This is an optimization exercise on Yosys and OpenROAD, whose aim is small area, a short achievable clock period and few clock cycles per item, not a production implementation. At most, simulation tests tie the RTL to the original design; equivalence was not proved. Function not checked in run 1: the RTL went through the layout flow alone.

==> flow/design.v, too long to show whole: its modules and the start of the top module <==
// module calc: 7659 lines
// module calc_fa: 6 lines
// module calc_ha: 6 lines
module calc(clk,rst,A,B,C,pushA,stopA,pushB,stopB,pushC,stopC,Z,pushZ);
  // ...
==> flow/flow/run.sh <==
#!/bin/bash
# The standard layout (the standard.sh: ORFS synthesis, floorplan, placement, CTS and
# routing, unchanged) with its timing repair aiming for a setup slack of 5.75 ns.
set -euo pipefail
bash standard.sh SETUP_SLACK_MARGIN=5.75 finish > standard_make.log 2>&1
==> flow/standard.sh <==
#!/bin/bash
# synth_recipe.tcl (not shown) runs the flow's synth.tcl, then flattens the netlist and writes it again
# the make line also repeats each setting of config.mk as NAME=value (left out here)
make -C /OpenROAD-flow-scripts/flow DESIGN_CONFIG=/design/flow/config.mk WORK_HOME=/design/flow/orfs CLKGATE_MAP_FILE= SYNTH_SCRIPT=/design/flow/synth_recipe.tcl "${@:-finish}"
==> flow/config.mk <==
export PLATFORM = sky130hd
export DESIGN_NAME = calc
export DESIGN_NICKNAME = calc
export VERILOG_FILES = /design/flow/design.v
export SDC_FILE = /design/flow/constraint.sdc
export NUM_CORES = 4
export LEC_CHECK = 0
export CAP_MARGIN = 20
export CORE_MARGIN = 2
export CORE_UTILIZATION = 50
export CTS_CLUSTER_DIAMETER = 80
export CTS_CLUSTER_SIZE = 24
export SLEW_MARGIN = 20
export SYNTH_HIERARCHICAL = 1
export SYNTH_MINIMUM_KEEP_SIZE = 0
==> flow/constraint.sdc <==
create_clock -name core_clock -period 9.0 [get_ports {clk}]
set_input_delay 1.8000 -clock core_clock [delete_from_list [all_inputs] [get_ports {clk}]]
set_output_delay 1.8000 -clock core_clock [all_outputs]
set_load 0.01 [all_outputs]
==> results.cfg, run 1 <==
[clocking]
cts_resized = 204
clkSinkCount = 1249
htree_levels = 3
cts_root_buf = clkbuf_16

[status]
status = finished clean

[synthesis]
synth_top_area_share_pct = 33.5
synth.avg_cell_area_um2 = 11.9
yosys_warnings = 7
synth_seq_cells = 1249
synth_area_leader_cell = fa_1
ys_types = 78
synth_area_leaders = fa_1 33%, dfxtp_1 26%, xnor2_1 10%

[layout]
clock_area_share_pct = 3.12
diodes = 3
seq_share_pct = 26.9
biggestCellCategory = multi-input combinational cells
n_all_inverters = 38

[critical_path]
critical-path-top-delay-family = adder cells

[die]
taps = 2355
core_area_mm2 = 0.178

[routing]
vias = 57800
drt_wl_total_um = 270000
top_layer = met5

[global_routing]
grt_usage_pct = 29.6
==> run 2: changes to the inputs <==
--- a/flow/design.v
+++ b/flow/design.v
@@ -32,6 +32,6 @@
   wire w97 = p1_ra0 & p1_ra1;
   wire w98 = p1_ra0 & p1_ra2;
-  wire w99 = ra[0] & ra[3];
-  wire w100 = ra[0] & ra[4];
+  wire w99 = p1_ra0 & p1_ra3;
+  wire w100 = p1_ra0 & p1_ra4;
   wire w101 = ra[0] & ra[5];
   wire w102 = ra[0] & ra[6];
@@ -60,6 +60,6 @@
   wire w125 = ra[0] & ra[29];
   wire w126 = ra[0] & ra[30];
-  wire w127 = ra[1] & ra[2];
-  wire w128 = ra[1] & ra[3];
+  wire w127 = p1_ra1 & p1_ra2;
+  wire w128 = p1_ra1 & p1_ra3;
   wire w129 = ra[1] & ra[4];
   wire w130 = ra[1] & ra[5];
@@ -89,5 +89,5 @@
   wire w154 = ra[1] & ra[29];
   wire w155 = ra[2] & ra[3];
-  wire w156 = ra[2] & ra[4];
+  wire w156 = p1_ra2 & p1_ra4;
   wire w157 = ra[2] & ra[5];
   wire w158 = ra[2] & ra[6];
@@ -617,8 +617,8 @@
   calc_fa u515 (.a(c483), .b(c484), .c(s485), .s(s515), .co(c515));
   wire s516, c516;
-  calc_fa u516 (.a(p1_c485), .b(p1_c486), .c(p1_s487), .s(s516), .co(c516));
+  calc_fa u516 (.a(c485), .b(c486), .c(s487), .s(s516), .co(c516));
   wire s517, c517;
-  calc_fa u517 (.a(p1_c487), .b(p1_c488), .c(p1_s489), .s(s517), .co(c517));
-  wire w518 = p1_c489 ^ p1_c490 ^ p1_w491;
+  calc_fa u517 (.a(c487), .b(c488), .c(s489), .s(s517), .co(c517));
+  wire w518 = c489 ^ c490 ^ w491;
   wire s519, c519;
   calc_ha u519 (.a(w99), .b(w127), .s(s519), .co(c519));
@@ -626,7 +626,7 @@
   calc_ha u520 (.a(w100), .b(w128), .s(s520), .co(c520));
   wire s521, c521;
-  calc_fa u521 (.a(w155), .b(ra[3]), .c(s493), .s(s521), .co(c521));
+  calc_fa u521 (.a(p1_w155), .b(p1_ra3), .c(p1_s493), .s(s521), .co(c521));
   wire s522, c522;
-  calc_fa u522 (.a(w156), .b(c493), .c(s494), .s(s522), .co(c522));
+  calc_fa u522 (.a(w156), .b(p1_c493), .c(p1_s494), .s(s522), .co(c522));
   wire s523, c523;
   calc_fa u523 (.a(s447), .b(c494), .c(s495), .s(s523), .co(c523));
@@ -656,28 +656,28 @@
   calc_fa u535 (.a(s470), .b(c506), .c(s507), .s(s535), .co(c535));
   wire s536, c536;
-  calc_fa u536 (.a(p1_s472), .b(p1_c507), .c(p1_s508), .s(s536), .co(c536));
+  calc_fa u536 (.a(s472), .b(c507), .c(s508), .s(s536), .co(c536));
   wire s537, c537;
-  calc_fa u537 (.a(p1_s474), .b(p1_c508), .c(p1_s509), .s(s537), .co(c537));
+  calc_fa u537 (.a(s474), .b(c508), .c(s509), .s(s537), .co(c537));
   wire s538, c538;
-  calc_fa u538 (.a(p1_s476), .b(p1_c509), .c(p1_s510), .s(s538), .co(c538));
+  calc_fa u538 (.a(s476), .b(c509), .c(s510), .s(s538), .co(c538));
   wire s539, c539;
-  calc_fa u539 (.a(p1_s478), .b(p1_c510), .c(p1_s511), .s(s539), .co(c539));
+  calc_fa u539 (.a(s478), .b(c510), .c(s511), .s(s539), .co(c539));
   wire s540, c540;
-  calc_fa u540 (.a(p1_s480), .b(p1_c511), .c(p1_s512), .s(s540), .co(c540));
+  calc_fa u540 (.a(s480), .b(c511), .c(s512), .s(s540), .co(c540));
   wire s541, c541;
-  calc_fa u541 (.a(p1_s482), .b(p1_c512), .c(p1_s513), .s(s541), .co(c541));
+  calc_fa u541 (.a(s482), .b(c512), .c(s513), .s(s541), .co(c541));
   wire s542, c542;
-  calc_fa u542 (.a(p1_s484), .b(p1_c513), .c(p1_s514), .s(s542), .co(c542));
+  calc_fa u542 (.a(s484), .b(c513), .c(s514), .s(s542), .co(c542));
   wire s543, c543;
   calc_fa u543 (.a(p1_s486), .b(p1_c514), .c(p1_s515), .s(s543), .co(c543));
   wire s544, c544;
-  calc_fa u544 (.a(p1_s488), .b(p1_c515), .c(s516), .s(s544), .co(c544));
+  calc_fa u544 (.a(p1_s488), .b(p1_c515), .c(p1_s516), .s(s544), .co(c544));
   wire s545, c545;
-  calc_fa u545 (.a(p1_s490), .b(c516), .c(s517), .s(s545), .co(c545));
-  wire w546 = p1_w492 ^ c517 ^ w518;
-  wire [31:0] sum547 = {c545, c544, c543, c542, c541, c540, c539, c538, c537, c536, p1_c535, p1_c534, p1_c533, p1_c532, p1_c531, p1_c530, p1_c529, p1_c528, p1_c527, p1_c526, p1_c525, p1_c524, p1_c523, p1_c522, p1_c521, p1_c520, p1_c519, p1_ra2, w98, w97, 1'b0, p1_ra0} +
-      {w546, s545, s544, s543, s542, s541, s540, s539, s538, s537, s536, p1_s535, p1_s534, p1_s533, p1_s532, p1_s531, p1_s530, p1_s529, p1_s528, p1_s527, p1_s526, p1_s525, p1_s524, p1_s523, p1_s522, p1_s521, p1_s520, p1_s519, 1'b0, p1_ra1, 1'b0, 1'b0};
-  wire w548 = p2_sum5470 & p2_sum5471;
-  wire w549 = p2_sum5470 & p2_sum5472;
+  calc_fa u545 (.a(p1_s490), .b(p1_c516), .c(p1_s517), .s(s545), .co(c545));
+  wire w546 = p1_w492 ^ p1_c517 ^ p1_w518;
+  wire [31:0] sum547 = {c545, c544, c543, p1_c542, p1_c541, p1_c540, p1_c539, p1_c538, p1_c537, p1_c536, p1_c535, p1_c534, p1_c533, p1_c532, p1_c531, p1_c530, p1_c529, p1_c528, p1_c527, p1_c526, p1_c525, p1_c524, p1_c523, c522, c521, c520, c519, p1_ra2, w98, w97, 1'b0, p1_ra0} +
+      {w546, s545, s544, s543, p1_s542, p1_s541, p1_s540, p1_s539, p1_s538, p1_s537, p1_s536, p1_s535, p1_s534, p1_s533, p1_s532, p1_s531, p1_s530, p1_s529, p1_s528, p1_s527, p1_s526, p1_s525, p1_s524, p1_s523, s522, s521, s520, s519, 1'b0, p1_ra1, 1'b0, 1'b0};
+  wire w548 = p3_sum5470 & p3_sum5471;
+  wire w549 = p3_sum5470 & p3_sum5472;
   wire w550 = p2_sum5470 & p2_sum5473;
   wire w551 = p2_sum5470 & p2_sum5474;
@@ -1316,18 +1316,18 @@
   calc_fa u992 (.a(c956), .b(c957), .c(s958), .s(s992), .co(c992));
   wire s993, c993;
-  calc_fa u993 (.a(p3_c958), .b(p3_c959), .c(p3_s960), .s(s993), .co(c993));
+  calc_fa u993 (.a(c958), .b(c959), .c(s960), .s(s993), .co(c993));
   wire s994, c994;
-  calc_fa u994 (.a(p3_c960), .b(p3_c961), .c(p3_s962), .s(s994), .co(c994));
+  calc_fa u994 (.a(c960), .b(c961), .c(s962), .s(s994), .co(c994));
   wire s995, c995;
-  calc_fa u995 (.a(p3_c962), .b(p3_c963), .c(p3_s964), .s(s995), .co(c995));
+  calc_fa u995 (.a(c962), .b(c963), .c(s964), .s(s995), .co(c995));
   wire s996, c996;
-  calc_fa u996 (.a(p3_c964), .b(p3_c965), .c(p3_s966), .s(s996), .co(c996));
-  wire w997 = p3_c966 ^ p3_c967 ^ p3_w968;
+  calc_fa u996 (.a(c964), .b(c965), .c(s966), .s(s996), .co(c996));
+  wire w997 = c966 ^ c967 ^ w968;
   wire s998, c998;
-  calc_ha u998 (.a(w548), .b(p2_sum5471), .s(s998), .co(c998));
+  calc_ha u998 (.a(w548), .b(p3_sum5471), .s(s998), .co(c998));
   wire s999, c999;
-  calc_ha u999 (.a(w549), .b(p2_rc3), .s(s999), .co(c999));
+  calc_ha u999 (.a(w549), .b(p3_rc3), .s(s999), .co(c999));
   wire s1000, c1000;
-  calc_fa u1000 (.a(p2_sum5472), .b(p2_rc4), .c(s970), .s(s1000), .co(c1000));
+  calc_fa u1000 (.a(p3_sum5472), .b(p3_rc4), .c(p3_s970), .s(s1000), .co(c1000));
   wire s1001, c1001;
   calc_fa u1001 (.a(p2_rc5), .b(c970), .c(s971), .s(s1001), .co(c1001));
@@ -1359,30 +1359,30 @@
   calc_fa u1014 (.a(s943), .b(c983), .c(s984), .s(s1014), .co(c1014));
   wire s1015, c1015;
-  calc_fa u1015 (.a(p3_s945), .b(p3_c984), .c(p3_s985), .s(s1015), .co(c1015));
+  calc_fa u1015 (.a(s945), .b(c984), .c(s985), .s(s1015), .co(c1015));
   wire s1016, c1016;
-  calc_fa u1016 (.a(p3_s947), .b(p3_c985), .c(p3_s986), .s(s1016), .co(c1016));
+  calc_fa u1016 (.a(s947), .b(c985), .c(s986), .s(s1016), .co(c1016));
   wire s1017, c1017;
-  calc_fa u1017 (.a(p3_s949), .b(p3_c986), .c(p3_s987), .s(s1017), .co(c1017));
+  calc_fa u1017 (.a(s949), .b(c986), .c(s987), .s(s1017), .co(c1017));
   wire s1018, c1018;
-  calc_fa u1018 (.a(p3_s951), .b(p3_c987), .c(p3_s988), .s(s1018), .co(c1018));
+  calc_fa u1018 (.a(s951), .b(c987), .c(s988), .s(s1018), .co(c1018));
   wire s1019, c1019;
-  calc_fa u1019 (.a(p3_s953), .b(p3_c988), .c(p3_s989), .s(s1019), .co(c1019));
+  calc_fa u1019 (.a(s953), .b(c988), .c(s989), .s(s1019), .co(c1019));
   wire s1020, c1020;
-  calc_fa u1020 (.a(p3_s955), .b(p3_c989), .c(p3_s990), .s(s1020), .co(c1020));
+  calc_fa u1020 (.a(s955), .b(c989), .c(s990), .s(s1020), .co(c1020));
   wire s1021, c1021;
-  calc_fa u1021 (.a(p3_s957), .b(p3_c990), .c(p3_s991), .s(s1021), .co(c1021));
+  calc_fa u1021 (.a(s957), .b(c990), .c(s991), .s(s1021), .co(c1021));
   wire s1022, c1022;
   calc_fa u1022 (.a(p3_s959), .b(p3_c991), .c(p3_s992), .s(s1022), .co(c1022));
   wire s1023, c1023;
-  calc_fa u1023 (.a(p3_s961), .b(p3_c992), .c(s993), .s(s1023), .co(c1023));
+  calc_fa u1023 (.a(p3_s961), .b(p3_c992), .c(p3_s993), .s(s1023), .co(c1023));
   wire s1024, c1024;
-  calc_fa u1024 (.a(p3_s963), .b(c993), .c(s994), .s(s1024), .co(c1024));
+  calc_fa u1024 (.a(p3_s963), .b(p3_c993), .c(p3_s994), .s(s1024), .co(c1024));
   wire s1025, c1025;
-  calc_fa u1025 (.a(p3_s965), .b(c994), .c(s995), .s(s1025), .co(c1025));
+  calc_fa u1025 (.a(p3_s965), .b(p3_c994), .c(p3_s995), .s(s1025), .co(c1025));
   wire s1026, c1026;
-  calc_fa u1026 (.a(p3_s967), .b(c995), .c(s996), .s(s1026), .co(c1026));
-  wire w1027 = p3_w969 ^ c996 ^ w997;
-  wire [31:0] sum1028 = {c1026, c1025, c1024, c1023, c1022, c1021, c1020, c1019, c1018, c1017, c1016, c1015, p3_c1014, p3_c1013, p3_c1012, p3_c1011, p3_c1010, p3_c1009, p3_c1008, p3_c1007, p3_c1006, p3_c1005, p3_c1004, p3_c1003, p3_c1002, p3_c1001, p3_c1000, p3_c999, p3_c998, p3_rc2, p3_rc1, p3_sum5470} +
-      {w1027, s1026, s1025, s1024, s1023, s1022, s1021, s1020, s1019, s1018, s1017, s1016, s1015, p3_s1014, p3_s1013, p3_s1012, p3_s1011, p3_s1010, p3_s1009, p3_s1008, p3_s1007, p3_s1006, p3_s1005, p3_s1004, p3_s1003, p3_s1002, p3_s1001, p3_s1000, p3_s999, p3_s998, 1'b0, p3_rc0};
+  calc_fa u1026 (.a(p3_s967), .b(p3_c995), .c(p3_s996), .s(s1026), .co(c1026));
+  wire w1027 = p3_w969 ^ p3_c996 ^ p3_w997;
+  wire [31:0] sum1028 = {c1026, c1025, c1024, c1023, c1022, p3_c1021, p3_c1020, p3_c1019, p3_c1018, p3_c1017, p3_c1016, p3_c1015, p3_c1014, p3_c1013, p3_c1012, p3_c1011, p3_c1010, p3_c1009, p3_c1008, p3_c1007, p3_c1006, p3_c1005, p3_c1004, p3_c1003, p3_c1002, p3_c1001, c1000, c999, c998, p3_rc2, p3_rc1, p3_sum5470} +
+      {w1027, s1026, s1025, s1024, s1023, s1022, p3_s1021, p3_s1020, p3_s1019, p3_s1018, p3_s1017, p3_s1016, p3_s1015, p3_s1014, p3_s1013, p3_s1012, p3_s1011, p3_s1010, p3_s1009, p3_s1008, p3_s1007, p3_s1006, p3_s1005, p3_s1004, p3_s1003, p3_s1002, p3_s1001, s1000, s999, s998, 1'b0, p3_rc0};
   wire w1029 = p2_rb0 & p2_rb1;
   wire w1030 = p2_rb0 & p2_rb2;
@@ -2036,5 +2036,5 @@
   calc_ha u1480 (.a(w1030), .b(p2_ra3), .s(s1480), .co(c1480));
   wire s1481, c1481;
-  calc_fa u1481 (.a(p1_rb2), .b(p1_ra4), .c(p1_rc4), .s(s1481), .co(c1481));
+  calc_fa u1481 (.a(p2_rb2), .b(p2_ra4), .c(p2_rc4), .s(s1481), .co(c1481));
   wire s1482, c1482;
   calc_fa u1482 (.a(p1_ra5), .b(p1_rc5), .c(c1425), .s(s1482), .co(c1482));
@@ -2078,16 +2078,16 @@
   calc_fa u1501 (.a(c1461), .b(c1462), .c(s1463), .s(s1501), .co(c1501));
   wire s1502, c1502;
-  calc_fa u1502 (.a(p2_c1463), .b(p2_c1464), .c(p2_s1465), .s(s1502), .co(c1502));
+  calc_fa u1502 (.a(c1463), .b(c1464), .c(s1465), .s(s1502), .co(c1502));
   wire s1503, c1503;
-  calc_fa u1503 (.a(p2_c1465), .b(p2_c1466), .c(p2_s1467), .s(s1503), .co(c1503));
+  calc_fa u1503 (.a(c1465), .b(c1466), .c(s1467), .s(s1503), .co(c1503));
   wire s1504, c1504;
-  calc_fa u1504 (.a(p2_c1467), .b(p2_c1468), .c(p2_s1469), .s(s1504), .co(c1504));
+  calc_fa u1504 (.a(c1467), .b(c1468), .c(s1469), .s(s1504), .co(c1504));
   wire s1505, c1505;
-  calc_fa u1505 (.a(p2_c1469), .b(p2_c1470), .c(p2_s1471), .s(s1505), .co(c1505));
+  calc_fa u1505 (.a(c1469), .b(c1470), .c(s1471), .s(s1505), .co(c1505));
   wire s1506, c1506;
-  calc_fa u1506 (.a(p2_c1471), .b(p2_c1472), .c(p2_s1473), .s(s1506), .co(c1506));
+  calc_fa u1506 (.a(c1471), .b(c1472), .c(s1473), .s(s1506), .co(c1506));
   wire s1507, c1507;
-  calc_fa u1507 (.a(p2_c1473), .b(p2_c1474), .c(p2_s1475), .s(s1507), .co(c1507));
-  wire w1508 = p2_c1475 ^ p2_c1476 ^ p2_w1477;
+  calc_fa u1507 (.a(c1473), .b(c1474), .c(s1475), .s(s1507), .co(c1507));
+  wire w1508 = c1475 ^ c1476 ^ w1477;
   wire s1509, c1509;
   calc_ha u1509 (.a(p2_rb0), .b(p2_ra0), .s(s1509), .co(c1509));
@@ -2099,7 +2099,7 @@
   calc_fa u1512 (.a(p2_rc3), .b(c1479), .c(s1480), .s(s1512), .co(c1512));
   wire s1513, c1513;
-  calc_fa u1513 (.a(p2_s1425), .b(c1480), .c(p2_s1481), .s(s1513), .co(c1513));
+  calc_fa u1513 (.a(p2_s1425), .b(c1480), .c(s1481), .s(s1513), .co(c1513));
   wire s1514, c1514;
-  calc_fa u1514 (.a(s1426), .b(c1481), .c(s1482), .s(s1514), .co(c1514));
+  calc_fa u1514 (.a(p2_s1426), .b(c1481), .c(p2_s1482), .s(s1514), .co(c1514));
   wire s1515, c1515;
   calc_fa u1515 (.a(s1428), .b(c1482), .c(s1483), .s(s1515), .co(c1515));
@@ -2125,32 +2125,32 @@
   calc_fa u1525 (.a(s1448), .b(c1492), .c(s1493), .s(s1525), .co(c1525));
   wire s1526, c1526;
-  calc_fa u1526 (.a(p2_s1450), .b(p2_c1493), .c(p2_s1494), .s(s1526), .co(c1526));
+  calc_fa u1526 (.a(s1450), .b(c1493), .c(s1494), .s(s1526), .co(c1526));
   wire s1527, c1527;
-  calc_fa u1527 (.a(p2_s1452), .b(p2_c1494), .c(p2_s1495), .s(s1527), .co(c1527));
+  calc_fa u1527 (.a(s1452), .b(c1494), .c(s1495), .s(s1527), .co(c1527));
   wire s1528, c1528;
-  calc_fa u1528 (.a(p2_s1454), .b(p2_c1495), .c(p2_s1496), .s(s1528), .co(c1528));
+  calc_fa u1528 (.a(s1454), .b(c1495), .c(s1496), .s(s1528), .co(c1528));
   wire s1529, c1529;
-  calc_fa u1529 (.a(p2_s1456), .b(p2_c1496), .c(p2_s1497), .s(s1529), .co(c1529));
+  calc_fa u1529 (.a(s1456), .b(c1496), .c(s1497), .s(s1529), .co(c1529));
   wire s1530, c1530;
-  calc_fa u1530 (.a(p2_s1458), .b(p2_c1497), .c(p2_s1498), .s(s1530), .co(c1530));
+  calc_fa u1530 (.a(s1458), .b(c1497), .c(s1498), .s(s1530), .co(c1530));
   wire s1531, c1531;
-  calc_fa u1531 (.a(p2_s1460), .b(p2_c1498), .c(p2_s1499), .s(s1531), .co(c1531));
+  calc_fa u1531 (.a(s1460), .b(c1498), .c(s1499), .s(s1531), .co(c1531));
   wire s1532, c1532;
-  calc_fa u1532 (.a(p2_s1462), .b(p2_c1499), .c(p2_s1500), .s(s1532), .co(c1532));
+  calc_fa u1532 (.a(s1462), .b(c1499), .c(s1500), .s(s1532), .co(c1532));
   wire s1533, c1533;
   calc_fa u1533 (.a(p2_s1464), .b(p2_c1500), .c(p2_s1501), .s(s1533), .co(c1533));
   wire s1534, c1534;
-  calc_fa u1534 (.a(p2_s1466), .b(p2_c1501), .c(s1502), .s(s1534), .co(c1534));
+  calc_fa u1534 (.a(p2_s1466), .b(p2_c1501), .c(p2_s1502), .s(s1534), .co(c1534));
   wire s1535, c1535;
-  calc_fa u1535 (.a(p2_s1468), .b(c1502), .c(s1503), .s(s1535), .co(c1535));
+  calc_fa u1535 (.a(p2_s1468), .b(p2_c1502), .c(p2_s1503), .s(s1535), .co(c1535));
   wire s1536, c1536;
-  calc_fa u1536 (.a(p2_s1470), .b(c1503), .c(s1504), .s(s1536), .co(c1536));
+  calc_fa u1536 (.a(p2_s1470), .b(p2_c1503), .c(p2_s1504), .s(s1536), .co(c1536));
   wire s1537, c1537;
-  calc_fa u1537 (.a(p2_s1472), .b(c1504), .c(s1505), .s(s1537), .co(c1537));
+  calc_fa u1537 (.a(p2_s1472), .b(p2_c1504), .c(p2_s1505), .s(s1537), .co(c1537));
   wire s1538, c1538;
-  calc_fa u1538 (.a(p2_s1474), .b(c1505), .c(s1506), .s(s1538), .co(c1538));
+  calc_fa u1538 (.a(p2_s1474), .b(p2_c1505), .c(p2_s1506), .s(s1538), .co(c1538));
   wire s1539, c1539;
-  calc_fa u1539 (.a(p2_s1476), .b(c1506), .c(s1507), .s(s1539), .co(c1539));
-  wire w1540 = p2_w1478 ^ c1507 ^ w1508;
+  calc_fa u1539 (.a(p2_s1476), .b(p2_c1506), .c(p2_s1507), .s(s1539), .co(c1539));
+  wire w1540 = p2_w1478 ^ p2_c1507 ^ p2_w1508;
   wire w1541 = p1_rc1 & ~p1_rc0;
   wire w1542 = (p2_rc0 & p2_sum5470) ^ p2_rc1;
@@ -2438,12 +2438,12 @@
   wire w1824 = ((p2_w1816 & p2_sum5476) | (p2_w1817 & p2_sum5475)) ^ p2_rc25;
   wire w1825 = ((p2_w1816 & p2_sum5477) | (p2_w1817 & p2_sum5476)) ^ p2_rc25;
-  wire w1826 = p2_rc26 ^ p2_rc25;
+  wire w1826 = p1_rc26 ^ p1_rc25;
   wire w1827 = (p2_rc27 & ~p2_rc26 & ~p2_rc25) | (~p2_rc27 & p2_rc26 & p2_rc25);
-  wire w1828 = (w1826 & p2_sum5470) ^ p2_rc27;
-  wire w1829 = ((w1826 & p2_sum5471) | (w1827 & p2_sum5470)) ^ p2_rc27;
-  wire w1830 = ((w1826 & p2_sum5472) | (w1827 & p2_sum5471)) ^ p2_rc27;
-  wire w1831 = ((w1826 & p2_sum5473) | (w1827 & p2_sum5472)) ^ p2_rc27;
-  wire w1832 = ((w1826 & p2_sum5474) | (w1827 & p2_sum5473)) ^ p2_rc27;
-  wire w1833 = ((w1826 & p2_sum5475) | (w1827 & p2_sum5474)) ^ p2_rc27;
+  wire w1828 = (p2_w1826 & p2_sum5470) ^ p2_rc27;
+  wire w1829 = ((p2_w1826 & p2_sum5471) | (w1827 & p2_sum5470)) ^ p2_rc27;
+  wire w1830 = ((p2_w1826 & p2_sum5472) | (w1827 & p2_sum5471)) ^ p2_rc27;
+  wire w1831 = ((p2_w1826 & p2_sum5473) | (w1827 & p2_sum5472)) ^ p2_rc27;
+  wire w1832 = ((p2_w1826 & p2_sum5474) | (w1827 & p2_sum5473)) ^ p2_rc27;
+  wire w1833 = ((p2_w1826 & p2_sum5475) | (w1827 & p2_sum5474)) ^ p2_rc27;
   wire w1834 = p2_rc28 ^ p2_rc27;
   wire w1835 = (p2_rc29 & ~p2_rc28 & ~p2_rc27) | (~p2_rc29 & p2_rc28 & p2_rc27);
@@ -2457,17 +2457,17 @@
   wire w1843 = ((w1840 & p2_sum5471) | (w1841 & p2_sum5470)) ^ p2_rc31;
   wire s1844, c1844;
-  calc_ha u1844 (.a(c1528), .b(s1529), .s(s1844), .co(c1844));
+  calc_ha u1844 (.a(p2_c1528), .b(p2_s1529), .s(s1844), .co(c1844));
   wire s1845, c1845;
-  calc_ha u1845 (.a(c1529), .b(s1530), .s(s1845), .co(c1845));
+  calc_ha u1845 (.a(p2_c1529), .b(p2_s1530), .s(s1845), .co(c1845));
   wire s1846, c1846;
-  calc_fa u1846 (.a(c1530), .b(s1531), .c(w1564), .s(s1846), .co(c1846));
+  calc_fa u1846 (.a(p2_c1530), .b(p2_s1531), .c(w1564), .s(s1846), .co(c1846));
   wire s1847, c1847;
   calc_ha u1847 (.a(w1596), .b(w1626), .s(s1847), .co(c1847));
   wire s1848, c1848;
-  calc_fa u1848 (.a(c1531), .b(s1532), .c(w1565), .s(s1848), .co(c1848));
+  calc_fa u1848 (.a(p2_c1531), .b(p2_s1532), .c(w1565), .s(s1848), .co(c1848));
   wire s1849, c1849;
   calc_ha u1849 (.a(w1597), .b(w1627), .s(s1849), .co(c1849));
   wire s1850, c1850;
-  calc_fa u1850 (.a(c1532), .b(s1533), .c(w1566), .s(s1850), .co(c1850));
+  calc_fa u1850 (.a(p2_c1532), .b(s1533), .c(w1566), .s(s1850), .co(c1850));
   wire s1851, c1851;
   calc_fa u1851 (.a(w1598), .b(w1628), .c(w1656), .s(s1851), .co(c1851));
@@ -2553,5 +2553,5 @@
   calc_ha u1894 (.a(w1674), .b(w1698), .s(s1894), .co(c1894));
   wire s1895, c1895;
-  calc_fa u1895 (.a(p2_c1525), .b(s1526), .c(w1559), .s(s1895), .co(c1895));
+  calc_fa u1895 (.a(p2_c1525), .b(p2_s1526), .c(w1559), .s(s1895), .co(c1895));
   wire s1896, c1896;
   calc_fa u1896 (.a(w1591), .b(w1621), .c(w1649), .s(s1896), .co(c1896));
@@ -2559,5 +2559,5 @@
   calc_ha u1897 (.a(w1675), .b(w1699), .s(s1897), .co(c1897));
   wire s1898, c1898;
-  calc_fa u1898 (.a(c1526), .b(s1527), .c(w1560), .s(s1898), .co(c1898));
+  calc_fa u1898 (.a(p2_c1526), .b(p2_s1527), .c(w1560), .s(s1898), .co(c1898));
   wire s1899, c1899;
   calc_fa u1899 (.a(w1592), .b(w1622), .c(w1650), .s(s1899), .co(c1899));
@@ -2567,5 +2567,5 @@
   calc_ha u1901 (.a(w1742), .b(w1760), .s(s1901), .co(c1901));
   wire s1902, c1902;
-  calc_fa u1902 (.a(c1527), .b(s1528), .c(w1561), .s(s1902), .co(c1902));
+  calc_fa u1902 (.a(p2_c1527), .b(p2_s1528), .c(w1561), .s(s1902), .co(c1902));
   wire s1903, c1903;
   calc_fa u1903 (.a(w1593), .b(w1623), .c(w1651), .s(s1903), .co(c1903));
@@ -2667,7 +2667,7 @@
   wire w1953 = w1882 ^ w1883 ^ w1884;
   wire s1954, c1954;
-  calc_ha u1954 (.a(p2_c1514), .b(p2_s1515), .s(s1954), .co(c1954));
+  calc_ha u1954 (.a(c1514), .b(p2_s1515), .s(s1954), .co(c1954));
   wire s1955, c1955;
-  calc_ha u1955 (.a(p2_c1515), .b(p2_s1516), .s(s1955), .co(c1955));
+  calc_ha u1955 (.a(c1515), .b(s1516), .s(s1955), .co(c1955));
   wire s1956, c1956;
   calc_fa u1956 (.a(p2_c1516), .b(p2_s1517), .c(w1550), .s(s1956), .co(c1956));
@@ -2816,5 +2816,5 @@
   calc_ha u2029 (.a(w1578), .b(w1608), .s(s2029), .co(c2029));
   wire s2030, c2030;
-  calc_fa u2030 (.a(c1513), .b(p2_s1514), .c(w1547), .s(s2030), .co(c2030));
+  calc_fa u2030 (.a(c1513), .b(s1514), .c(w1547), .s(s2030), .co(c2030));
   wire s2031, c2031;
   calc_ha u2031 (.a(w1579), .b(w1609), .s(s2031), .co(c2031));
@@ -2826,9 +2826,9 @@
   calc_fa u2034 (.a(w1549), .b(w1581), .c(w1611), .s(s2034), .co(c2034));
   wire s2035, c2035;
-  calc_fa u2035 (.a(w1639), .b(c1954), .c(s1955), .s(s2035), .co(c2035));
+  calc_fa u2035 (.a(w1639), .b(c1954), .c(p2_s1955), .s(s2035), .co(c2035));
   wire s2036, c2036;
   calc_fa u2036 (.a(w1640), .b(w1666), .c(p2_rc9), .s(s2036), .co(c2036));
   wire s2037, c2037;
-  calc_fa u2037 (.a(c1955), .b(s1956), .c(s1957), .s(s2037), .co(c2037));
+  calc_fa u2037 (.a(p2_c1955), .b(s1956), .c(s1957), .s(s2037), .co(c2037));
   wire s2038, c2038;
   calc_fa u2038 (.a(w1641), .b(w1667), .c(c1956), .s(s2038), .co(c2038));
@@ -2920,5 +2920,5 @@
   calc_fa u2081 (.a(s2020), .b(s2021), .c(s2022), .s(s2081), .co(c2081));
   wire w2082 = c2020 ^ c2021 ^ c2022;
-  wire w2083 = p3_w2023 ^ p3_w2024 ^ p3_w2025;
+  wire w2083 = w2023 ^ w2024 ^ w2025;
   wire s2084, c2084;
   calc_ha u2084 (.a(p2_rc0), .b(s1509), .s(s2084), .co(c2084));
@@ -3046,11 +3046,11 @@
   wire s2146, c2146;
   calc_fa u2146 (.a(p3_s2081), .b(c2113), .c(s2114), .s(s2146), .co(c2146));
-  wire w2147 = w2083 ^ c2114 ^ w2115;
+  wire w2147 = p3_w2083 ^ c2114 ^ w2115;
   wire [31:0] sum2148 = {c2146, c2145, c2144, c2143, c2142, c2141, c2140, c2139, c2138, c2137, c2136, c2135, c2134, c2133, c2132, c2131, p3_c2130, p3_c2129, p3_c2128, p3_c2127, p3_c2126, p3_c2125, p3_c2124, p3_c2123, p3_c2122, p3_c2121, p3_c2120, p3_c2119, p3_c2118, p3_c2117, c2116, p3_s2084} +
       {w2147, s2146, s2145, s2144, s2143, s2142, s2141, s2140, s2139, s2138, s2137, s2136, s2135, s2134, s2133, s2132, s2131, p3_s2130, p3_s2129, p3_s2128, p3_s2127, p3_s2126, p3_s2125, p3_s2124, p3_s2123, p3_s2122, p3_s2121, p3_s2120, p3_s2119, p3_s2118, p3_s2117, s2116};
   wire w2149 = p3_rc0 & p3_rc1;
   wire w2150 = p3_rc0 & p3_rc2;
-  wire w2151 = p2_rc0 & p2_rc3;
-  wire w2152 = p2_rc0 & p2_rc4;
+  wire w2151 = p3_rc0 & p3_rc3;
+  wire w2152 = p3_rc0 & p3_rc4;
   wire w2153 = p2_rc0 & p2_rc5;
   wire w2154 = p2_rc0 & p2_rc6;
@@ -3079,6 +3079,6 @@
   wire w2177 = p2_rc0 & p2_rc29;
   wire w2178 = p2_rc0 & p2_rc30;
-  wire w2179 = p2_rc1 & p2_rc2;
-  wire w2180 = p2_rc1 & p2_rc3;
+  wire w2179 = p3_rc1 & p3_rc2;
+  wire w2180 = p3_rc1 & p3_rc3;
   wire w2181 = p2_rc1 & p2_rc4;
   wire w2182 = p2_rc1 & p2_rc5;
@@ -3636,14 +3636,14 @@
   calc_fa u2567 (.a(c2535), .b(c2536), .c(s2537), .s(s2567), .co(c2567));
   wire s2568, c2568;
-  calc_fa u2568 (.a(p3_c2537), .b(p3_c2538), .c(p3_s2539), .s(s2568), .co(c2568));
+  calc_fa u2568 (.a(c2537), .b(c2538), .c(s2539), .s(s2568), .co(c2568));
   wire s2569, c2569;
-  calc_fa u2569 (.a(p3_c2539), .b(p3_c2540), .c(p3_s2541), .s(s2569), .co(c2569));
-  wire w2570 = p3_c2541 ^ p3_c2542 ^ p3_w2543;
+  calc_fa u2569 (.a(c2539), .b(c2540), .c(s2541), .s(s2569), .co(c2569));
+  wire w2570 = c2541 ^ c2542 ^ w2543;
   wire s2571, c2571;
   calc_ha u2571 (.a(w2151), .b(w2179), .s(s2571), .co(c2571));
   wire s2572, c2572;
-  calc_ha u2572 (.a(p3_w2152), .b(p3_w2180), .s(s2572), .co(c2572));
+  calc_ha u2572 (.a(w2152), .b(w2180), .s(s2572), .co(c2572));
   wire s2573, c2573;
-  calc_fa u2573 (.a(w2207), .b(p2_rc3), .c(s2545), .s(s2573), .co(c2573));
+  calc_fa u2573 (.a(p3_w2207), .b(p3_rc3), .c(p3_s2545), .s(s2573), .co(c2573));
   wire s2574, c2574;
   calc_fa u2574 (.a(w2208), .b(c2545), .c(s2546), .s(s2574), .co(c2574));
@@ -3675,26 +3675,26 @@
   calc_fa u2587 (.a(s2522), .b(c2558), .c(s2559), .s(s2587), .co(c2587));
   wire s2588, c2588;
-  calc_fa u2588 (.a(p3_s2524), .b(p3_c2559), .c(p3_s2560), .s(s2588), .co(c2588));
+  calc_fa u2588 (.a(s2524), .b(c2559), .c(s2560), .s(s2588), .co(c2588));
   wire s2589, c2589;
-  calc_fa u2589 (.a(p3_s2526), .b(p3_c2560), .c(p3_s2561), .s(s2589), .co(c2589));
+  calc_fa u2589 (.a(s2526), .b(c2560), .c(s2561), .s(s2589), .co(c2589));
   wire s2590, c2590;
-  calc_fa u2590 (.a(p3_s2528), .b(p3_c2561), .c(p3_s2562), .s(s2590), .co(c2590));
+  calc_fa u2590 (.a(s2528), .b(c2561), .c(s2562), .s(s2590), .co(c2590));
   wire s2591, c2591;
-  calc_fa u2591 (.a(p3_s2530), .b(p3_c2562), .c(p3_s2563), .s(s2591), .co(c2591));
+  calc_fa u2591 (.a(s2530), .b(c2562), .c(s2563), .s(s2591), .co(c2591));
   wire s2592, c2592;
-  calc_fa u2592 (.a(p3_s2532), .b(p3_c2563), .c(p3_s2564), .s(s2592), .co(c2592));
+  calc_fa u2592 (.a(s2532), .b(c2563), .c(s2564), .s(s2592), .co(c2592));
   wire s2593, c2593;
-  calc_fa u2593 (.a(p3_s2534), .b(p3_c2564), .c(p3_s2565), .s(s2593), .co(c2593));
+  calc_fa u2593 (.a(s2534), .b(c2564), .c(s2565), .s(s2593), .co(c2593));
   wire s2594, c2594;
-  calc_fa u2594 (.a(p3_s2536), .b(p3_c2565), .c(p3_s2566), .s(s2594), .co(c2594));
+  calc_fa u2594 (.a(s2536), .b(c2565), .c(s2566), .s(s2594), .co(c2594));
   wire s2595, c2595;
   calc_fa u2595 (.a(p3_s2538), .b(p3_c2566), .c(p3_s2567), .s(s2595), .co(c2595));
   wire s2596, c2596;
-  calc_fa u2596 (.a(p3_s2540), .b(p3_c2567), .c(s2568), .s(s2596), .co(c2596));
+  calc_fa u2596 (.a(p3_s2540), .b(p3_c2567), .c(p3_s2568), .s(s2596), .co(c2596));
   wire s2597, c2597;
-  calc_fa u2597 (.a(p3_s2542), .b(c2568), .c(s2569), .s(s2597), .co(c2597));
-  wire w2598 = p3_w2544 ^ c2569 ^ w2570;
-  wire [31:0] sum2599 = {c2597, c2596, c2595, c2594, c2593, c2592, c2591, c2590, c2589, c2588, p3_c2587, p3_c2586, p3_c2585, p3_c2584, p3_c2583, p3_c2582, p3_c2581, p3_c2580, p3_c2579, p3_c2578, p3_c2577, p3_c2576, p3_c2575, p3_c2574, p3_c2573, c2572, p3_c2571, p3_rc2, w2150, w2149, 1'b0, p3_rc0} +
-      {w2598, s2597, s2596, s2595, s2594, s2593, s2592, s2591, s2590, s2589, s2588, p3_s2587, p3_s2586, p3_s2585, p3_s2584, p3_s2583, p3_s2582, p3_s2581, p3_s2580, p3_s2579, p3_s2578, p3_s2577, p3_s2576, p3_s2575, p3_s2574, p3_s2573, s2572, p3_s2571, 1'b0, p3_rc1, 1'b0, 1'b0};
+  calc_fa u2597 (.a(p3_s2542), .b(p3_c2568), .c(p3_s2569), .s(s2597), .co(c2597));
+  wire w2598 = p3_w2544 ^ p3_c2569 ^ p3_w2570;
+  wire [31:0] sum2599 = {c2597, c2596, c2595, p3_c2594, p3_c2593, p3_c2592, p3_c2591, p3_c2590, p3_c2589, p3_c2588, p3_c2587, p3_c2586, p3_c2585, p3_c2584, p3_c2583, p3_c2582, p3_c2581, p3_c2580, p3_c2579, p3_c2578, p3_c2577, p3_c2576, p3_c2575, p3_c2574, c2573, c2572, c2571, p3_rc2, w2150, w2149, 1'b0, p3_rc0} +
+      {w2598, s2597, s2596, s2595, p3_s2594, p3_s2593, p3_s2592, p3_s2591, p3_s2590, p3_s2589, p3_s2588, p3_s2587, p3_s2586, p3_s2585, p3_s2584, p3_s2583, p3_s2582, p3_s2581, p3_s2580, p3_s2579, p3_s2578, p3_s2577, p3_s2576, p3_s2575, p3_s2574, s2573, s2572, s2571, 1'b0, p3_rc1, 1'b0, 1'b0};
   wire w2600 = p3_ra1 & ~p3_ra0;
   wire w2601 = (p4_ra0 & p4_sum10280) ^ p4_ra1;
@@ -5299,5 +5299,5 @@
   wire w3718 = c3683 ^ c3684 ^ w3685;
   wire s3719, c3719;
-  calc_ha u3719 (.a(p5_rb1), .b(p5_s3627), .s(s3719), .co(c3719));
+  calc_ha u3719 (.a(p4_rb1), .b(s3627), .s(s3719), .co(c3719));
   wire s3720, c3720;
   calc_fa u3720 (.a(c3627), .b(c3687), .c(s3688), .s(s3720), .co(c3720));
@@ -5486,5 +5486,4 @@
   reg p3_rb1;
   reg p4_rb1;
-  reg p5_rb1;
   reg p1_rb2;
   reg p2_rb2;
@@ -5607,6 +5606,8 @@
   reg p1_rc3;
   reg p2_rc3;
+  reg p3_rc3;
   reg p1_rc4;
   reg p2_rc4;
+  reg p3_rc4;
   reg p1_rc5;
   reg p2_rc5;
@@ -5663,49 +5664,20 @@
   reg p1_rc31;
   reg p2_rc31;
-  reg p1_s472;
-  reg p1_s474;
-  reg p1_s476;
-  reg p1_s478;
-  reg p1_s480;
-  reg p1_s482;
-  reg p1_s484;
-  reg p1_c485;
+  reg p1_w155;
   reg p1_s486;
-  reg p1_c486;
-  reg p1_s487;
-  reg p1_c487;
   reg p1_s488;
-  reg p1_c488;
-  reg p1_s489;
-  reg p1_c489;
   reg p1_s490;
-  reg p1_c490;
-  reg p1_w491;
   reg p1_w492;
-  reg p1_c507;
-  reg p1_s508;
-  reg p1_c508;
-  reg p1_s509;
-  reg p1_c509;
-  reg p1_s510;
-  reg p1_c510;
-  reg p1_s511;
-  reg p1_c511;
-  reg p1_s512;
-  reg p1_c512;
-  reg p1_s513;
-  reg p1_c513;
-  reg p1_s514;
+  reg p1_s493;
+  reg p1_c493;
+  reg p1_s494;
   reg p1_c514;
   reg p1_s515;
   reg p1_c515;
-  reg p1_s519;
-  reg p1_c519;
-  reg p1_s520;
-  reg p1_c520;
-  reg p1_s521;
-  reg p1_c521;
-  reg p1_s522;
-  reg p1_c522;
+  reg p1_s516;
+  reg p1_c516;
+  reg p1_s517;
+  reg p1_c517;
+  reg p1_w518;
   reg p1_s523;
   reg p1_c523;
@@ -5734,8 +5706,24 @@
   reg p1_s535;
   reg p1_c535;
+  reg p1_s536;
+  reg p1_c536;
+  reg p1_s537;
+  reg p1_c537;
+  reg p1_s538;
+  reg p1_c538;
+  reg p1_s539;
+  reg p1_c539;
+  reg p1_s540;
+  reg p1_c540;
+  reg p1_s541;
+  reg p1_c541;
+  reg p1_s542;
+  reg p1_c542;
   reg p2_sum5470;
   reg p3_sum5470;
   reg p2_sum5471;
+  reg p3_sum5471;
   reg p2_sum5472;
+  reg p3_sum5472;
   reg p2_sum5473;
   reg p2_sum5474;
@@ -5767,55 +5755,23 @@
   reg p2_sum54730;
   reg p2_sum54731;
-  reg p3_s945;
-  reg p3_s947;
-  reg p3_s949;
-  reg p3_s951;
-  reg p3_s953;
-  reg p3_s955;
-  reg p3_s957;
-  reg p3_c958;
   reg p3_s959;
-  reg p3_c959;
-  reg p3_s960;
-  reg p3_c960;
   reg p3_s961;
-  reg p3_c961;
-  reg p3_s962;
-  reg p3_c962;
   reg p3_s963;
-  reg p3_c963;
-  reg p3_s964;
-  reg p3_c964;
   reg p3_s965;
-  reg p3_c965;
-  reg p3_s966;
-  reg p3_c966;
   reg p3_s967;
-  reg p3_c967;
-  reg p3_w968;
   reg p3_w969;
-  reg p3_c984;
-  reg p3_s985;
-  reg p3_c985;
-  reg p3_s986;
-  reg p3_c986;
-  reg p3_s987;
-  reg p3_c987;
-  reg p3_s988;
-  reg p3_c988;
-  reg p3_s989;
-  reg p3_c989;
-  reg p3_s990;
-  reg p3_c990;
-  reg p3_s991;
+  reg p3_s970;
   reg p3_c991;
   reg p3_s992;
   reg p3_c992;
-  reg p3_s998;
-  reg p3_c998;
-  reg p3_s999;
-  reg p3_c999;
-  reg p3_s1000;
-  reg p3_c1000;
+  reg p3_s993;
+  reg p3_c993;
+  reg p3_s994;
+  reg p3_c994;
+  reg p3_s995;
+  reg p3_c995;
+  reg p3_s996;
+  reg p3_c996;
+  reg p3_w997;
   reg p3_s1001;
   reg p3_c1001;
@@ -5846,4 +5802,18 @@
   reg p3_s1014;
   reg p3_c1014;
+  reg p3_s1015;
+  reg p3_c1015;
+  reg p3_s1016;
+  reg p3_c1016;
+  reg p3_s1017;
+  reg p3_c1017;
+  reg p3_s1018;
+  reg p3_c1018;
+  reg p3_s1019;
+  reg p3_c1019;
+  reg p3_s1020;
+  reg p3_c1020;
+  reg p3_s1021;
+  reg p3_c1021;
   reg p4_sum10280;
   reg p4_sum10281;
@@ -5879,63 +5849,31 @@
   reg p4_sum102831;
   reg p2_s1425;
-  reg p2_s1450;
-  reg p2_s1452;
-  reg p2_s1454;
-  reg p2_s1456;
-  reg p2_s1458;
-  reg p2_s1460;
-  reg p2_s1462;
-  reg p2_c1463;
+  reg p2_s1426;
   reg p2_s1464;
-  reg p2_c1464;
-  reg p2_s1465;
-  reg p2_c1465;
   reg p2_s1466;
-  reg p2_c1466;
-  reg p2_s1467;
-  reg p2_c1467;
   reg p2_s1468;
-  reg p2_c1468;
-  reg p2_s1469;
-  reg p2_c1469;
   reg p2_s1470;
-  reg p2_c1470;
-  reg p2_s1471;
-  reg p2_c1471;
   reg p2_s1472;
-  reg p2_c1472;
-  reg p2_s1473;
-  reg p2_c1473;
   reg p2_s1474;
-  reg p2_c1474;
-  reg p2_s1475;
-  reg p2_c1475;
   reg p2_s1476;
-  reg p2_c1476;
-  reg p2_w1477;
   reg p2_w1478;
-  reg p2_s1481;
-  reg p2_c1493;
-  reg p2_s1494;
-  reg p2_c1494;
-  reg p2_s1495;
-  reg p2_c1495;
-  reg p2_s1496;
-  reg p2_c1496;
-  reg p2_s1497;
-  reg p2_c1497;
-  reg p2_s1498;
-  reg p2_c1498;
-  reg p2_s1499;
-  reg p2_c1499;
-  reg p2_s1500;
+  reg p2_s1482;
   reg p2_c1500;
   reg p2_s1501;
   reg p2_c1501;
-  reg p2_s1514;
-  reg p2_c1514;
+  reg p2_s1502;
+  reg p2_c1502;
+  reg p2_s1503;
+  reg p2_c1503;
+  reg p2_s1504;
+  reg p2_c1504;
+  reg p2_s1505;
+  reg p2_c1505;
+  reg p2_s1506;
+  reg p2_c1506;
+  reg p2_s1507;
+  reg p2_c1507;
+  reg p2_w1508;
   reg p2_s1515;
-  reg p2_c1515;
-  reg p2_s1516;
   reg p2_c1516;
   reg p2_s1517;
@@ -5957,4 +5895,18 @@
   reg p2_s1525;
   reg p2_c1525;
+  reg p2_s1526;
+  reg p2_c1526;
+  reg p2_s1527;
+  reg p2_c1527;
+  reg p2_s1528;
+  reg p2_c1528;
+  reg p2_s1529;
+  reg p2_c1529;
+  reg p2_s1530;
+  reg p2_c1530;
+  reg p2_s1531;
+  reg p2_c1531;
+  reg p2_s1532;
+  reg p2_c1532;
   reg p2_w1541;
   reg p3_w1542;
@@ -5983,7 +5935,7 @@
   reg p2_w1816;
   reg p2_w1817;
-  reg p3_w2023;
-  reg p3_w2024;
-  reg p3_w2025;
+  reg p2_w1826;
+  reg p2_s1955;
+  reg p2_c1955;
   reg p3_s2051;
   reg p3_s2053;
@@ -6029,4 +5981,5 @@
   reg p3_c2081;
   reg p3_w2082;
+  reg p3_w2083;
   reg p3_s2084;
   reg p3_c2098;
@@ -6107,47 +6060,18 @@
   reg p4_sum214830;
   reg p4_sum214831;
-  reg p3_w2152;
-  reg p3_w2180;
-  reg p3_s2524;
-  reg p3_s2526;
-  reg p3_s2528;
-  reg p3_s2530;
-  reg p3_s2532;
-  reg p3_s2534;
-  reg p3_s2536;
-  reg p3_c2537;
+  reg p3_w2207;
   reg p3_s2538;
-  reg p3_c2538;
-  reg p3_s2539;
-  reg p3_c2539;
   reg p3_s2540;
-  reg p3_c2540;
-  reg p3_s2541;
-  reg p3_c2541;
   reg p3_s2542;
-  reg p3_c2542;
-  reg p3_w2543;
   reg p3_w2544;
-  reg p3_c2559;
-  reg p3_s2560;
-  reg p3_c2560;
-  reg p3_s2561;
-  reg p3_c2561;
-  reg p3_s2562;
-  reg p3_c2562;
-  reg p3_s2563;
-  reg p3_c2563;
-  reg p3_s2564;
-  reg p3_c2564;
-  reg p3_s2565;
-  reg p3_c2565;
-  reg p3_s2566;
+  reg p3_s2545;
   reg p3_c2566;
   reg p3_s2567;
   reg p3_c2567;
-  reg p3_s2571;
-  reg p3_c2571;
-  reg p3_s2573;
-  reg p3_c2573;
+  reg p3_s2568;
+  reg p3_c2568;
+  reg p3_s2569;
+  reg p3_c2569;
+  reg p3_w2570;
   reg p3_s2574;
   reg p3_c2574;
@@ -6178,4 +6102,18 @@
   reg p3_s2587;
   reg p3_c2587;
+  reg p3_s2588;
+  reg p3_c2588;
+  reg p3_s2589;
+  reg p3_c2589;
+  reg p3_s2590;
+  reg p3_c2590;
+  reg p3_s2591;
+  reg p3_c2591;
+  reg p3_s2592;
+  reg p3_c2592;
+  reg p3_s2593;
+  reg p3_c2593;
+  reg p3_s2594;
+  reg p3_c2594;
   reg p4_sum25990;
   reg p4_sum25991;
@@ -6356,5 +6294,4 @@
   reg p5_s3615;
   reg p5_c3615;
-  reg p5_s3627;
   reg p5_s3640;
   reg p5_s3642;
@@ -6400,5 +6337,7 @@
   reg p5_s3698;
   reg p5_c3698;
+  reg p5_s3719;
   reg p6_s3719;
+  reg p5_c3719;
   reg p6_c3719;
   reg p5_s3720;
@@ -6633,5 +6572,4 @@
     p3_rb1 <= p2_rb1;
     p4_rb1 <= p3_rb1;
-    p5_rb1 <= p4_rb1;
     p1_rb2 <= rb[2];
     p2_rb2 <= p1_rb2;
@@ -6754,6 +6692,8 @@
     p1_rc3 <= rc[3];
     p2_rc3 <= p1_rc3;
+    p3_rc3 <= p2_rc3;
     p1_rc4 <= rc[4];
     p2_rc4 <= p1_rc4;
+    p3_rc4 <= p2_rc4;
     p1_rc5 <= rc[5];
     p2_rc5 <= p1_rc5;
@@ -6810,49 +6750,20 @@
     p1_rc31 <= rc[31];
     p2_rc31 <= p1_rc31;
-    p1_s472 <= s472;
-    p1_s474 <= s474;
-    p1_s476 <= s476;
-    p1_s478 <= s478;
-    p1_s480 <= s480;
-    p1_s482 <= s482;
-    p1_s484 <= s484;
-    p1_c485 <= c485;
+    p1_w155 <= w155;
     p1_s486 <= s486;
-    p1_c486 <= c486;
-    p1_s487 <= s487;
-    p1_c487 <= c487;
     p1_s488 <= s488;
-    p1_c488 <= c488;
-    p1_s489 <= s489;
-    p1_c489 <= c489;
     p1_s490 <= s490;
-    p1_c490 <= c490;
-    p1_w491 <= w491;
     p1_w492 <= w492;
-    p1_c507 <= c507;
-    p1_s508 <= s508;
-    p1_c508 <= c508;
-    p1_s509 <= s509;
-    p1_c509 <= c509;
-    p1_s510 <= s510;
-    p1_c510 <= c510;
-    p1_s511 <= s511;
-    p1_c511 <= c511;
-    p1_s512 <= s512;
-    p1_c512 <= c512;
-    p1_s513 <= s513;
-    p1_c513 <= c513;
-    p1_s514 <= s514;
+    p1_s493 <= s493;
+    p1_c493 <= c493;
+    p1_s494 <= s494;
     p1_c514 <= c514;
     p1_s515 <= s515;
     p1_c515 <= c515;
-    p1_s519 <= s519;
-    p1_c519 <= c519;
-    p1_s520 <= s520;
-    p1_c520 <= c520;
-    p1_s521 <= s521;
-    p1_c521 <= c521;
-    p1_s522 <= s522;
-    p1_c522 <= c522;
+    p1_s516 <= s516;
+    p1_c516 <= c516;
+    p1_s517 <= s517;
+    p1_c517 <= c517;
+    p1_w518 <= w518;
     p1_s523 <= s523;
     p1_c523 <= c523;
@@ -6881,8 +6792,24 @@
     p1_s535 <= s535;
     p1_c535 <= c535;
+    p1_s536 <= s536;
+    p1_c536 <= c536;
+    p1_s537 <= s537;
+    p1_c537 <= c537;
+    p1_s538 <= s538;
+    p1_c538 <= c538;
+    p1_s539 <= s539;
+    p1_c539 <= c539;
+    p1_s540 <= s540;
+    p1_c540 <= c540;
+    p1_s541 <= s541;
+    p1_c541 <= c541;
+    p1_s542 <= s542;
+    p1_c542 <= c542;
     p2_sum5470 <= sum547[0];
     p3_sum5470 <= p2_sum5470;
     p2_sum5471 <= sum547[1];
+    p3_sum5471 <= p2_sum5471;
     p2_sum5472 <= sum547[2];
+    p3_sum5472 <= p2_sum5472;
     p2_sum5473 <= sum547[3];
     p2_sum5474 <= sum547[4];
@@ -6914,55 +6841,23 @@
     p2_sum54730 <= sum547[30];
     p2_sum54731 <= sum547[31];
-    p3_s945 <= s945;
-    p3_s947 <= s947;
-    p3_s949 <= s949;
-    p3_s951 <= s951;
-    p3_s953 <= s953;
-    p3_s955 <= s955;
-    p3_s957 <= s957;
-    p3_c958 <= c958;
     p3_s959 <= s959;
-    p3_c959 <= c959;
-    p3_s960 <= s960;
-    p3_c960 <= c960;
     p3_s961 <= s961;
-    p3_c961 <= c961;
-    p3_s962 <= s962;
-    p3_c962 <= c962;
     p3_s963 <= s963;
-    p3_c963 <= c963;
-    p3_s964 <= s964;
-    p3_c964 <= c964;
     p3_s965 <= s965;
-    p3_c965 <= c965;
-    p3_s966 <= s966;
-    p3_c966 <= c966;
     p3_s967 <= s967;
-    p3_c967 <= c967;
-    p3_w968 <= w968;
     p3_w969 <= w969;
-    p3_c984 <= c984;
-    p3_s985 <= s985;
-    p3_c985 <= c985;
-    p3_s986 <= s986;
-    p3_c986 <= c986;
-    p3_s987 <= s987;
-    p3_c987 <= c987;
-    p3_s988 <= s988;
-    p3_c988 <= c988;
-    p3_s989 <= s989;
-    p3_c989 <= c989;
-    p3_s990 <= s990;
-    p3_c990 <= c990;
-    p3_s991 <= s991;
+    p3_s970 <= s970;
     p3_c991 <= c991;
     p3_s992 <= s992;
     p3_c992 <= c992;
-    p3_s998 <= s998;
-    p3_c998 <= c998;
-    p3_s999 <= s999;
-    p3_c999 <= c999;
-    p3_s1000 <= s1000;
-    p3_c1000 <= c1000;
+    p3_s993 <= s993;
+    p3_c993 <= c993;
+    p3_s994 <= s994;
+    p3_c994 <= c994;
+    p3_s995 <= s995;
+    p3_c995 <= c995;
+    p3_s996 <= s996;
+    p3_c996 <= c996;
+    p3_w997 <= w997;
     p3_s1001 <= s1001;
     p3_c1001 <= c1001;
@@ -6993,4 +6888,18 @@
     p3_s1014 <= s1014;
     p3_c1014 <= c1014;
+    p3_s1015 <= s1015;
+    p3_c1015 <= c1015;
+    p3_s1016 <= s1016;
+    p3_c1016 <= c1016;
+    p3_s1017 <= s1017;
+    p3_c1017 <= c1017;
+    p3_s1018 <= s1018;
+    p3_c1018 <= c1018;
+    p3_s1019 <= s1019;
+    p3_c1019 <= c1019;
+    p3_s1020 <= s1020;
+    p3_c1020 <= c1020;
+    p3_s1021 <= s1021;
+    p3_c1021 <= c1021;
     p4_sum10280 <= sum1028[0];
     p4_sum10281 <= sum1028[1];
@@ -7026,63 +6935,31 @@
     p4_sum102831 <= sum1028[31];
     p2_s1425 <= s1425;
-    p2_s1450 <= s1450;
-    p2_s1452 <= s1452;
-    p2_s1454 <= s1454;
-    p2_s1456 <= s1456;
-    p2_s1458 <= s1458;
-    p2_s1460 <= s1460;
-    p2_s1462 <= s1462;
-    p2_c1463 <= c1463;
+    p2_s1426 <= s1426;
     p2_s1464 <= s1464;
-    p2_c1464 <= c1464;
-    p2_s1465 <= s1465;
-    p2_c1465 <= c1465;
     p2_s1466 <= s1466;
-    p2_c1466 <= c1466;
-    p2_s1467 <= s1467;
-    p2_c1467 <= c1467;
     p2_s1468 <= s1468;
-    p2_c1468 <= c1468;
-    p2_s1469 <= s1469;
-    p2_c1469 <= c1469;
     p2_s1470 <= s1470;
-    p2_c1470 <= c1470;
-    p2_s1471 <= s1471;
-    p2_c1471 <= c1471;
     p2_s1472 <= s1472;
-    p2_c1472 <= c1472;
-    p2_s1473 <= s1473;
-    p2_c1473 <= c1473;
     p2_s1474 <= s1474;
-    p2_c1474 <= c1474;
-    p2_s1475 <= s1475;
-    p2_c1475 <= c1475;
     p2_s1476 <= s1476;
-    p2_c1476 <= c1476;
-    p2_w1477 <= w1477;
     p2_w1478 <= w1478;
-    p2_s1481 <= s1481;
-    p2_c1493 <= c1493;
-    p2_s1494 <= s1494;
-    p2_c1494 <= c1494;
-    p2_s1495 <= s1495;
-    p2_c1495 <= c1495;
-    p2_s1496 <= s1496;
-    p2_c1496 <= c1496;
-    p2_s1497 <= s1497;
-    p2_c1497 <= c1497;
-    p2_s1498 <= s1498;
-    p2_c1498 <= c1498;
-    p2_s1499 <= s1499;
-    p2_c1499 <= c1499;
-    p2_s1500 <= s1500;
+    p2_s1482 <= s1482;
     p2_c1500 <= c1500;
     p2_s1501 <= s1501;
     p2_c1501 <= c1501;
-    p2_s1514 <= s1514;
-    p2_c1514 <= c1514;
+    p2_s1502 <= s1502;
+    p2_c1502 <= c1502;
+    p2_s1503 <= s1503;
+    p2_c1503 <= c1503;
+    p2_s1504 <= s1504;
+    p2_c1504 <= c1504;
+    p2_s1505 <= s1505;
+    p2_c1505 <= c1505;
+    p2_s1506 <= s1506;
+    p2_c1506 <= c1506;
+    p2_s1507 <= s1507;
+    p2_c1507 <= c1507;
+    p2_w1508 <= w1508;
     p2_s1515 <= s1515;
-    p2_c1515 <= c1515;
-    p2_s1516 <= s1516;
     p2_c1516 <= c1516;
     p2_s1517 <= s1517;
@@ -7104,4 +6981,18 @@
     p2_s1525 <= s1525;
     p2_c1525 <= c1525;
+    p2_s1526 <= s1526;
+    p2_c1526 <= c1526;
+    p2_s1527 <= s1527;
+    p2_c1527 <= c1527;
+    p2_s1528 <= s1528;
+    p2_c1528 <= c1528;
+    p2_s1529 <= s1529;
+    p2_c1529 <= c1529;
+    p2_s1530 <= s1530;
+    p2_c1530 <= c1530;
+    p2_s1531 <= s1531;
+    p2_c1531 <= c1531;
+    p2_s1532 <= s1532;
+    p2_c1532 <= c1532;
     p2_w1541 <= w1541;
     p3_w1542 <= w1542;
@@ -7130,7 +7021,7 @@
     p2_w1816 <= w1816;
     p2_w1817 <= w1817;
-    p3_w2023 <= w2023;
-    p3_w2024 <= w2024;
-    p3_w2025 <= w2025;
+    p2_w1826 <= w1826;
+    p2_s1955 <= s1955;
+    p2_c1955 <= c1955;
     p3_s2051 <= s2051;
     p3_s2053 <= s2053;
@@ -7176,4 +7067,5 @@
     p3_c2081 <= c2081;
     p3_w2082 <= w2082;
+    p3_w2083 <= w2083;
     p3_s2084 <= s2084;
     p3_c2098 <= c2098;
@@ -7254,47 +7146,18 @@
     p4_sum214830 <= sum2148[30];
     p4_sum214831 <= sum2148[31];
-    p3_w2152 <= w2152;
-    p3_w2180 <= w2180;
-    p3_s2524 <= s2524;
-    p3_s2526 <= s2526;
-    p3_s2528 <= s2528;
-    p3_s2530 <= s2530;
-    p3_s2532 <= s2532;
-    p3_s2534 <= s2534;
-    p3_s2536 <= s2536;
-    p3_c2537 <= c2537;
+    p3_w2207 <= w2207;
     p3_s2538 <= s2538;
-    p3_c2538 <= c2538;
-    p3_s2539 <= s2539;
-    p3_c2539 <= c2539;
     p3_s2540 <= s2540;
-    p3_c2540 <= c2540;
-    p3_s2541 <= s2541;
-    p3_c2541 <= c2541;
     p3_s2542 <= s2542;
-    p3_c2542 <= c2542;
-    p3_w2543 <= w2543;
     p3_w2544 <= w2544;
-    p3_c2559 <= c2559;
-    p3_s2560 <= s2560;
-    p3_c2560 <= c2560;
-    p3_s2561 <= s2561;
-    p3_c2561 <= c2561;
-    p3_s2562 <= s2562;
-    p3_c2562 <= c2562;
-    p3_s2563 <= s2563;
-    p3_c2563 <= c2563;
-    p3_s2564 <= s2564;
-    p3_c2564 <= c2564;
-    p3_s2565 <= s2565;
-    p3_c2565 <= c2565;
-    p3_s2566 <= s2566;
+    p3_s2545 <= s2545;
     p3_c2566 <= c2566;
     p3_s2567 <= s2567;
     p3_c2567 <= c2567;
-    p3_s2571 <= s2571;
-    p3_c2571 <= c2571;
-    p3_s2573 <= s2573;
-    p3_c2573 <= c2573;
+    p3_s2568 <= s2568;
+    p3_c2568 <= c2568;
+    p3_s2569 <= s2569;
+    p3_c2569 <= c2569;
+    p3_w2570 <= w2570;
     p3_s2574 <= s2574;
     p3_c2574 <= c2574;
@@ -7325,4 +7188,18 @@
     p3_s2587 <= s2587;
     p3_c2587 <= c2587;
+    p3_s2588 <= s2588;
+    p3_c2588 <= c2588;
+    p3_s2589 <= s2589;
+    p3_c2589 <= c2589;
+    p3_s2590 <= s2590;
+    p3_c2590 <= c2590;
+    p3_s2591 <= s2591;
+    p3_c2591 <= c2591;
+    p3_s2592 <= s2592;
+    p3_c2592 <= c2592;
+    p3_s2593 <= s2593;
+    p3_c2593 <= c2593;
+    p3_s2594 <= s2594;
+    p3_c2594 <= c2594;
     p4_sum25990 <= sum2599[0];
     p4_sum25991 <= sum2599[1];
@@ -7503,5 +7380,4 @@
     p5_s3615 <= s3615;
     p5_c3615 <= c3615;
-    p5_s3627 <= s3627;
     p5_s3640 <= s3640;
     p5_s3642 <= s3642;
@@ -7547,6 +7423,8 @@
     p5_s3698 <= s3698;
     p5_c3698 <= c3698;
-    p6_s3719 <= s3719;
-    p6_c3719 <= c3719;
+    p5_s3719 <= s3719;
+    p6_s3719 <= p5_s3719;
+    p5_c3719 <= c3719;
+    p6_c3719 <= p5_c3719;
     p5_s3720 <= s3720;
     p6_s3720 <= p5_s3720;
==> flow/flow/run.sh (replaced) <==
#!/bin/bash
# The standard layout (the standard.sh: ORFS synthesis, floorplan, placement, CTS and
# routing, unchanged) with its timing repair aiming for a setup slack of 5.5 ns.
set -euo pipefail
bash standard.sh SETUP_SLACK_MARGIN=5.5 finish > standard_make.log 2>&1
--- a/flow/config.mk
+++ b/flow/config.mk
@@ -8,5 +8,5 @@
 export CAP_MARGIN = 20
 export CORE_MARGIN = 2
-export CORE_UTILIZATION = 50
+export CORE_UTILIZATION = 62
 export CTS_CLUSTER_DIAMETER = 80
 export CTS_CLUSTER_SIZE = 24
==> run 2 against run 1 <==
Effect of this change: still clean; critical path depth did not move; non-clock buffer count decreased by 8; die area decreased by 20%; sequential cell count decreased by 62; clock skew barely moved; worst hold slack improved by 0.0032 ns; area after synthesis shrank 1.4%; via count fell by 0.46%; first-iteration DRC count grew 11%.
==> results.cfg, run 2 <==
[routing]
drt_wl_total_um = 261000
firstDrtPassIters = 6
wl_per_cell_um = 28.4
vias = 57600
drt_iter0_markers = 5761

[sta]
skew_ns = 0.0487
worst_pin_slew_ns = 1.06
rsz0062_at_grt = true
setup_viol = 0
fin_crit_sh_pct = 38.2
hold_viol_final = 0
slew_headroom_pct = 28.8
fmax_mhz = 291
tns_ns = 0
hold_slack_ns = 0.315

[synthesis]
synth_xor_xnor_area_share_pct = 11.7
synth_area_leaders = fa_1 34%, dfxtp_1 24%, xnor2_1 10%
ys_types = 94
synth_top_area_share_pct = 33.9
synth_area_leader_cell = fa_1
synthSimpleGateAreaFrac_pct = 9.36
synthTopCellsByCount = 1,497 x fa_1, 1,080 x dfxtp_1, 1,048 x xnor2_1
yosys_warnings = 7
synthesis.area_mm2 = 0.0883
post-synth-top-count-cell = fa_1
synth-edff-count = 96
synth_compound_area_share_pct = 9.41
synthAdderAreaFrac_pct = 38.6
muxShareOfSynthArea_pct = 0.0128
synth.avg_cell_area_um2 = 11.9
synth_seq_cells = 1187
synthFlopType = dfxtp_1
synth_top_family_by_area = adder cells
syn_inst = 7428

[clocking]
cts.reportedPaths.clkPinSlew_ns = 0.09
htree_levels = 3
cts_root_buf = clkbuf_16
cts-buffers-inserted = 69
clkSinkCount = 1187
cts_tree = done
clk_latency_ns = 0.73

[global_routing]
grt_pass1_wl_um = 392000
grt_max_degree = 66
grt_antenna_before_repair = 11
grt_pass1_vias = 62400
grt-ovfl-total = 0
grt_usage_pct = 36.4

[critical_path]
crit_path_end_kind = flop
crit_arrival_ns = 4.04
critPathLaunch = ra[11]$_DFFE_PN_
path_max_fanout = 12
start_kind = flop

[layout]
drive_above_1_share_pct = 6.37
fin_cells = 9197
fin_nets = 9191
biggestRegsByFlops = ra x32, rb x32, rc x32
syn_to_final_growth_pct = 6.88
final_core_util_pct = 66.7

[status]
status = finished clean

[die]
dieHeight_um = 381
core_area_mm2 = 0.141
fp.dieW_um = 381
row_count = 138
start_util_pct = 62.4

[placed_design]
portBuffers = 136
hpwl_um = 187000
place_congestion = 0.934

[worst_hold_path]
min-delay-path-class = flop to flop
## run 2: worst paths after layout
check | endpoint | slack, ns | cells past startpoint
setup / recovery | p1_s542$_DFF_P_ | 5.56 | 6
hold / removal | p3_ra9$_DFF_P_ | 0.31 | 0
setup reg to reg | p1_s542$_DFF_P_ | 5.56 | 6
hold reg to reg | p3_ra9$_DFF_P_ | 0.31 | 0
max in group asynchronous | valid[7]$_DFF_PP0_ | 7.31 | 2
min in group asynchronous | valid[6]$_DFF_PP0_ | 1.38 | 2
## run 2: Yosys stat by module, one instance, submodules excluded
module   cell area [um^2]  cells inside
calc_fa              20.0             1
calc_ha              12.5             1
calc                56100          5755
## run 2: logic make-up after synthesis
| group | Yosys count |
|---|---|
| AND/OR/NAND/NOR | 1439 |
| other | 1 |
| XOR/XNOR | 1183 |
| AO/OA/AOI/OAI | 1155 |
| flip-flops | 1187 |
| multiplexers | 1 |
| buffers and inverters | 638 |
| adder cells (fa/ha/maj) | 1824 |
## run 2: cell type report
class / instances / area (um^2)
Multi-Input combinational cell: 5632 / 61200
Fill cell: 10700 / 47000
Sequential cell: 1187 / 25000
Timing Repair Buffer: 335 / 3380
Tap cell: 1890 / 2360
Clock buffer: 85 / 1850
Clock inverter: 25 / 417
Inverter: 41 / 154
Antenna cell: 2 / 5.00
## run 2: layer usage
layer / global-route usage [%] / share of wire (%) / up-vias
li1: - / - / 24100
met1: 45.5 / 37 / 29700
met2: 58.7 / 47 / 3018
met3: 7.31 / 8.5 / 750
met4: 21.7 / 7.2 / 2
met5: 0 / 0.0061 / -
## run 2: critical path, cell delays in order (launching register included)
cell	delay (ns)
edfxtp_1	0.67
and2_1	0.27
fa_1	0.58
fa_1	0.44
fa_1	0.40
fa_1	0.55
fa_1	0.41
## run 2: what timing repair did
action	4_1_cts	5_1_grt
hold buffers	0	0
cloned	0	3
endpoints found under the hold margin	0	0
endpoints found under the setup margin	279	149
pin swaps	1	10
setup buffers	38	24
gates resized for setup	89	123
## run 2: through the flow
stage | setup slack (ns) | cell area, um^2
floorplan | 5.52 | 88400
finish | 5.56 | 94400
CTS | 5.50 | 93700
global route | 5.46 | 94400
detailed placement | 4.96 | 90800
global placement | 5.00 | 90800
Testbench counts of run 2, summed over its fixed seeds: cycles 16,056, items 16,000.

Check on run 2: ideal ports give 5.561 ns setup slack; a clkbuf_16 on the clock port and buf_2 on the inputs give 5.518 ns; moving port delays by the midpoint clock arrival (0.790 ns) as well gives 5.561 ns.
